What follows belongs to an exercise in optimizing a design on an open flow for a short achievable clock period and few clock cycles; a production flow would make more cautious choices. Only simulation tests tie the RTL to the original design; equivalence was not proved.

==> ember <==
Design MIPS_CPU, start of the top module:
module MIPS_CPU(
	input rst, Go, clk,
	output [31:0] Leddata, Count_cycle, Count_branch, Count_jmp,
	input [4:0] probe,
	output [31:0] mem_probe,
	output [9:0] imem_addr,
	input [31:0] imem_data,
	output halted
    );
clock: 10.0 ns
lec_check: 0
cap_margin: 20
core_margin: 2
core_utilization: 30
place_density: 0.5
setup_slack_margin: 4.5
slew_margin: 20
synth_hierarchical: 1
synth_minimum_keep_size: 0
tns_end_percent: 100
run.sh (not shown) runs the stock make flow with config.mk's settings and CLKGATE_MAP_FILE= SYNTH_SCRIPT=/design/flow/synth_recipe.tcl, a recipe that flattens the netlist after the stock synthesis.
==> garnet: changes against ember <==
--- a/flow/design.v
+++ b/flow/design.v
@@ -89,67 +89,10 @@
 	default: res1 = 0;
 	endcase  
 end
 endmodule
 `timescale 1ns / 1ps
-module BrUnit(
-	input [31:0] ra, rb, d0, d1,
-	input [2:0] sa, sb,
-	input beq, bne, bgtz,
-	output taken
-    );
-wire eq_rr = (ra == rb);
-wire eq_r0 = (ra == d0);
-wire eq_r1 = (ra == d1);
-wire eq_0r = (d0 == rb);
-wire eq_1r = (d1 == rb);
-wire eq_01 = (d0 == d1);
-wire equal = (sa[0] & sb[0] & eq_rr) | (sa[0] & sb[1] & eq_r0) | (sa[0] & sb[2] & eq_r1) |
-             (sa[1] & sb[0] & eq_0r) | (sa[2] & sb[0] & eq_1r) |
-             (sa[1] & sb[1]) | (sa[2] & sb[2]) | (((sa[1] & sb[2]) | (sa[2] & sb[1])) & eq_01);
-wire gtz = (sa[0] & ~ra[31] & (ra != 32'd0)) | (sa[1] & ~d0[31] & (d0 != 32'd0)) |
-           (sa[2] & ~d1[31] & (d1 != 32'd0));
-assign taken = (beq & equal) | (bne & ~equal) | (bgtz & gtz);
-endmodule
-`timescale 1ns / 1ps
-module SuccCache(
-	input clk, rst, clear,
-	input we,
-	input [31:0] wkey,
-	input [31:0] wword,
-	input [31:0] k0, k1, k2, k3, k4, k5,
-	output h0, h1, h2, h3, h4, h5,
-	output [31:0] w0, w1, w2, w3, w4, w5
-    );
-reg [15:0] valid;
-reg [25:0] tag  [0:15];
-reg [31:0] word [0:15];
-always @(posedge clk or posedge rst) begin
-	if (rst) valid <= 16'd0;
-	else if (clear) valid <= 16'd0;
-	else if (we) valid[wkey[5:2]] <= 1'b1;
-end
-always @(posedge clk) begin
-	if (we) begin
-		tag[wkey[5:2]] <= wkey[31:6];
-		word[wkey[5:2]] <= wword;
-	end
-end
-assign h0 = valid[k0[5:2]] & (tag[k0[5:2]] == k0[31:6]);
-assign h1 = valid[k1[5:2]] & (tag[k1[5:2]] == k1[31:6]);
-assign h2 = valid[k2[5:2]] & (tag[k2[5:2]] == k2[31:6]);
-assign h3 = valid[k3[5:2]] & (tag[k3[5:2]] == k3[31:6]);
-assign h4 = valid[k4[5:2]] & (tag[k4[5:2]] == k4[31:6]);
-assign h5 = valid[k5[5:2]] & (tag[k5[5:2]] == k5[31:6]);
-assign w0 = word[k0[5:2]];
-assign w1 = word[k1[5:2]];
-assign w2 = word[k2[5:2]];
-assign w3 = word[k3[5:2]];
-assign w4 = word[k4[5:2]];
-assign w5 = word[k5[5:2]];
-endmodule
-`timescale 1ns / 1ps
 module RegFile(
 	input [4:0] Ra0, Rb0, Ra1, Rb1,
 	input [4:0] W0_num, W1_num,
 	input [31:0] Din0, Din1,
 	input WE0, WE1,
@@ -252,14 +195,18 @@
     );
 reg run;
 reg [31:0] PC;
 assign imem_addr = PC[11:2];
 assign halted = ~run;
-reg        I1_valid;
-reg [31:0] I1_word;
-wire [31:0] IR0 = imem_data;
-wire [31:0] IR1 = I1_word;
+localparam NE = 16;
+reg [NE-1:0] c_valid;
+reg [25:0]   c_tag  [0:NE-1];
+reg [31:0]   c_word [0:NE-1];
+wire [3:0]   c_idx = PC[5:2];
+wire         c_hit = c_valid[c_idx] && (c_tag[c_idx] == PC[31:6]);
+wire [31:0]  IR1 = c_word[c_idx];
+wire [31:0]  IR0 = imem_data;
 wire [3:0] alu_op0, alu_op1;
 wire memtoreg0, memwrite0, sb0, alu_src0, regwrite0, syscall0, signext0;
 wire beq0, bne0, bgtz0, jr0, j0, jal0, srlv0;
 wire [4:0] wnum0;
 wire use_rs0, use_rt0, is_mem0, is_jump0;
@@ -287,48 +234,35 @@
 wire B0_ok = B0_regwrite & (B0_wnum != 5'd0);
 wire B1_ok = B1_regwrite & (B1_wnum != 5'd0);
 wire [31:0] rf_a0, rf_b0, rf_a1, rf_b1, rf_v0, rf_a0r;
 RegFile regFile1(rs0, rt0, rs1, rt1, B0_wnum, B1_wnum, B0_din, B1_din,
 	B0_regwrite, B1_regwrite, clk, rf_a0, rf_b0, rf_a1, rf_b1, rf_v0, rf_a0r);
-function [2:0] srcsel;
+function [31:0] fwd;
 	input [4:0] r;
+	input [31:0] rf;
 	input b1ok, b0ok;
 	input [4:0] w1, w0;
-	reg m1, m0;
+	input [31:0] d1, d0;
 	begin
-		m1 = b1ok & (w1 == r);
-		m0 = b0ok & (w0 == r);
-		srcsel = {m1, ~m1 & m0, ~m1 & ~m0};
+		fwd = (b1ok && w1 == r) ? d1 : (b0ok && w0 == r) ? d0 : rf;
 	end
 endfunction
-function [31:0] pick;
-	input [2:0] s;
-	input [31:0] rf, d0, d1;
-	begin
-		pick = ({32{s[0]}} & rf) | ({32{s[1]}} & d0) | ({32{s[2]}} & d1);
-	end
-endfunction
-wire [2:0] sa0 = srcsel(rs0, B1_ok, B0_ok, B1_wnum, B0_wnum);
-wire [2:0] tb0 = srcsel(rt0, B1_ok, B0_ok, B1_wnum, B0_wnum);
-wire [2:0] sa1 = srcsel(rs1, B1_ok, B0_ok, B1_wnum, B0_wnum);
-wire [2:0] tb1 = srcsel(rt1, B1_ok, B0_ok, B1_wnum, B0_wnum);
-wire [2:0] sv0 = srcsel(5'd2, B1_ok, B0_ok, B1_wnum, B0_wnum);
-wire [2:0] sa0r = srcsel(5'd4, B1_ok, B0_ok, B1_wnum, B0_wnum);
-wire [31:0] A0  = pick(sa0, rf_a0, B0_din, B1_din);
-wire [31:0] Bv0 = pick(tb0, rf_b0, B0_din, B1_din);
-wire [31:0] A1  = pick(sa1, rf_a1, B0_din, B1_din);
-wire [31:0] Bv1 = pick(tb1, rf_b1, B0_din, B1_din);
-wire [31:0] V0  = pick(sv0, rf_v0, B0_din, B1_din);
-wire [31:0] A0r = pick(sa0r, rf_a0r, B0_din, B1_din);
+wire [31:0] A0 = fwd(rs0, rf_a0, B1_ok, B0_ok, B1_wnum, B0_wnum, B1_din, B0_din);
+wire [31:0] Bv0 = fwd(rt0, rf_b0, B1_ok, B0_ok, B1_wnum, B0_wnum, B1_din, B0_din);
+wire [31:0] A1 = fwd(rs1, rf_a1, B1_ok, B0_ok, B1_wnum, B0_wnum, B1_din, B0_din);
+wire [31:0] Bv1 = fwd(rt1, rf_b1, B1_ok, B0_ok, B1_wnum, B0_wnum, B1_din, B0_din);
+wire [31:0] V0 = fwd(5'd2, rf_v0, B1_ok, B0_ok, B1_wnum, B0_wnum, B1_din, B0_din);
+wire [31:0] A0r = fwd(5'd4, rf_a0r, B1_ok, B0_ok, B1_wnum, B0_wnum, B1_din, B0_din);
 wire show = syscall0 & (V0 == 32'd34);
 wire halt = syscall0 & (V0 != 32'd34);
-wire taken0, taken1;
-BrUnit bru0(rf_a0, rf_b0, B0_din, B1_din, sa0, tb0, beq0, bne0, bgtz0, taken0);
-BrUnit bru1(rf_a1, rf_b1, B0_din, B1_din, sa1, tb1, beq1, bne1, bgtz1, taken1);
+wire eq0 = (A0 == Bv0);
+wire taken0 = (beq0 & eq0) | (bne0 & ~eq0) | (bgtz0 & ~A0[31] & (A0 != 32'd0));
+wire eq1 = (A1 == Bv1);
+wire taken1 = (beq1 & eq1) | (bne1 & ~eq1) | (bgtz1 & ~A1[31] & (A1 != 32'd0));
 wire dep = regwrite0 & (wnum0 != 5'd0) &
 	((use_rs1 & (rs1 == wnum0)) | (use_rt1 & (rt1 == wnum0)));
-wire pair = I1_valid & ~syscall0 & ~is_jump0 & ~syscall1 & ~(is_mem0 & is_mem1) & ~dep;
+wire pair = c_hit & ~syscall0 & ~is_jump0 & ~syscall1 & ~(is_mem0 & is_mem1) & ~dep;
 wire ex1 = pair & ~taken0;    
 wire [31:0] PC4 = PC + 32'd4;
 wire [31:0] PC8 = PC + 32'd8;
 wire [31:0] bt0 = PC4 + {imm0[29:0], 2'b00};
 wire [31:0] bt1 = PC8 + {imm1[29:0], 2'b00};
@@ -337,38 +271,31 @@
 wire [31:0] seq0 = jr0 ? A0 : (j0 | jal0) ? jt0 : PC4;
 wire [31:0] seq1 = jr1 ? A1 : (j1 | jal1) ? jt1 : taken1 ? bt1 : PC8;
 wire [31:0] nextPC = taken0 ? bt0 : pair ? seq1 : seq0;
 reg        f_seq;
 reg [31:0] f_addr;
-wire hp4, hp8, hbt0, hjt0, hbt1, hjt1;
-wire [31:0] wp4, wp8, wbt0, wjt0, wbt1, wjt1;
-SuccCache cache(clk, rst, run & halt, run & f_seq, f_addr, IR0,
-	PC4, PC8, bt0, jt0, bt1, jt1,
-	hp4, hp8, hbt0, hjt0, hbt1, hjt1,
-	wp4, wp8, wbt0, wjt0, wbt1, wjt1);
-wire        n1_v0 = ~jr0 & ((j0 | jal0) ? hjt0 : hp4);
-wire [31:0] n1_w0 = (j0 | jal0) ? wjt0 : wp4;
-wire        n1_v1 = ~jr1 & ((j1 | jal1) ? hjt1 : taken1 ? hbt1 : hp8);
-wire [31:0] n1_w1 = (j1 | jal1) ? wjt1 : taken1 ? wbt1 : wp8;
-wire        n1_v = taken0 ? hbt0 : pair ? n1_v1 : n1_v0;
-wire [31:0] n1_w = taken0 ? wbt0 : pair ? n1_w1 : n1_w0;
+wire [3:0] f_idx = f_addr[5:2];
+integer ci;
 always @(posedge clk or posedge rst) begin
 	if (rst) begin
+		c_valid <= {NE{1'b0}};
 		f_seq <= 1'b0;
-		I1_valid <= 1'b0;
 	end else if (run) begin
+		if (halt) c_valid <= {NE{1'b0}};
+		else if (f_seq) c_valid[f_idx] <= 1'b1;
 		f_seq <= ~halt & ~taken0 & ~is_jump0 & (~pair | (~taken1 & ~is_jump1));
-		I1_valid <= ~halt & n1_v;
 	end else begin
 		f_seq <= 1'b0;
-		I1_valid <= 1'b0;
 	end
 end
 always @(posedge clk) begin
 	if (run) begin
+		if (f_seq) begin
+			c_tag[f_idx] <= f_addr[31:6];
+			c_word[f_idx] <= IR0;
+		end
 		f_addr <= pair ? PC4 : PC;
-		I1_word <= n1_w;
 	end
 end
 always @(posedge clk or posedge rst) begin
 	if (rst) run <= 1'b1;
 	else if (Go) run <= 1'b1;
Settings changed: ABC_CLOCK_PERIOD_IN_PS from default to 5000, CORE_UTILIZATION 30 to 40, PLACE_DENSITY 0.5 to 0.6, SYNTH_HIERARCHICAL 1 to default, SYNTH_MINIMUM_KEEP_SIZE 0 to default.
==> summary.txt <==
metric	garnet	ember
Post-detailed-placement cell area	232000 sq um	272000 sq um
Clock Sink Count	3446	3479
Placed cell count	28060	33489
Status	aborted with a tool error	finished clean
Last stage reached	global routing	-
Synth Net Count	21270	23460
Worst slack after detailed placement	0.143 ns	0.584 ns
Gate Count Post-Synth	20951	23112
Average cell area after synthesis	9.99 sq um	10.9 sq um
Final weighted congestion of routability-driven global placement	1.26	1.12
CTS buffer count	376	429
Width of the chip	727 microns	920 microns
Number of gates resized after CTS	2155	1255
Syn. warnings	6	13
Summed instance area of the synthesized netlist	209000 sq um	252000 sq um
Height of the die	727 microns	920 microns
Placed wire-length estimate	1400000 microns	1180000 microns
Row count	265	336
Testbench counts of ember, summed over its fixed seeds: cycles 65,854.
Testbench counts of garnet, summed over its fixed seeds: cycles 65,765.

## what the ideal ports hide
How much do the figures lean on ideal ports? The routed layout below was timed once more, with nothing changed but the port constraints. Step 1 sets driving cells, clkbuf_16 on the clock port and buf_2 on the other inputs (assumed; they add their load-dependent delay and slew). Step 2 also shifts input and output timing later by t, the mid clock arrival at the registers, as if the neighbouring blocks saw the same clock. a / b / c = no drivers / after step 1 / after step 2; a / b = the first two.
run: ember
t, ns: 1.274
setup WS [ns]: 2.498 / 2.498 / 1.342
slew at the worst register clock pin (ns): 0.08 / 0.08
worst slew at a driven data input, ns: 0.42
cell pins on the clock port's net: 1
After both steps ember still meets setup and hold. The setup slack of ember moves by 0.000 ns with the drivers and by -1.156 ns with both steps.
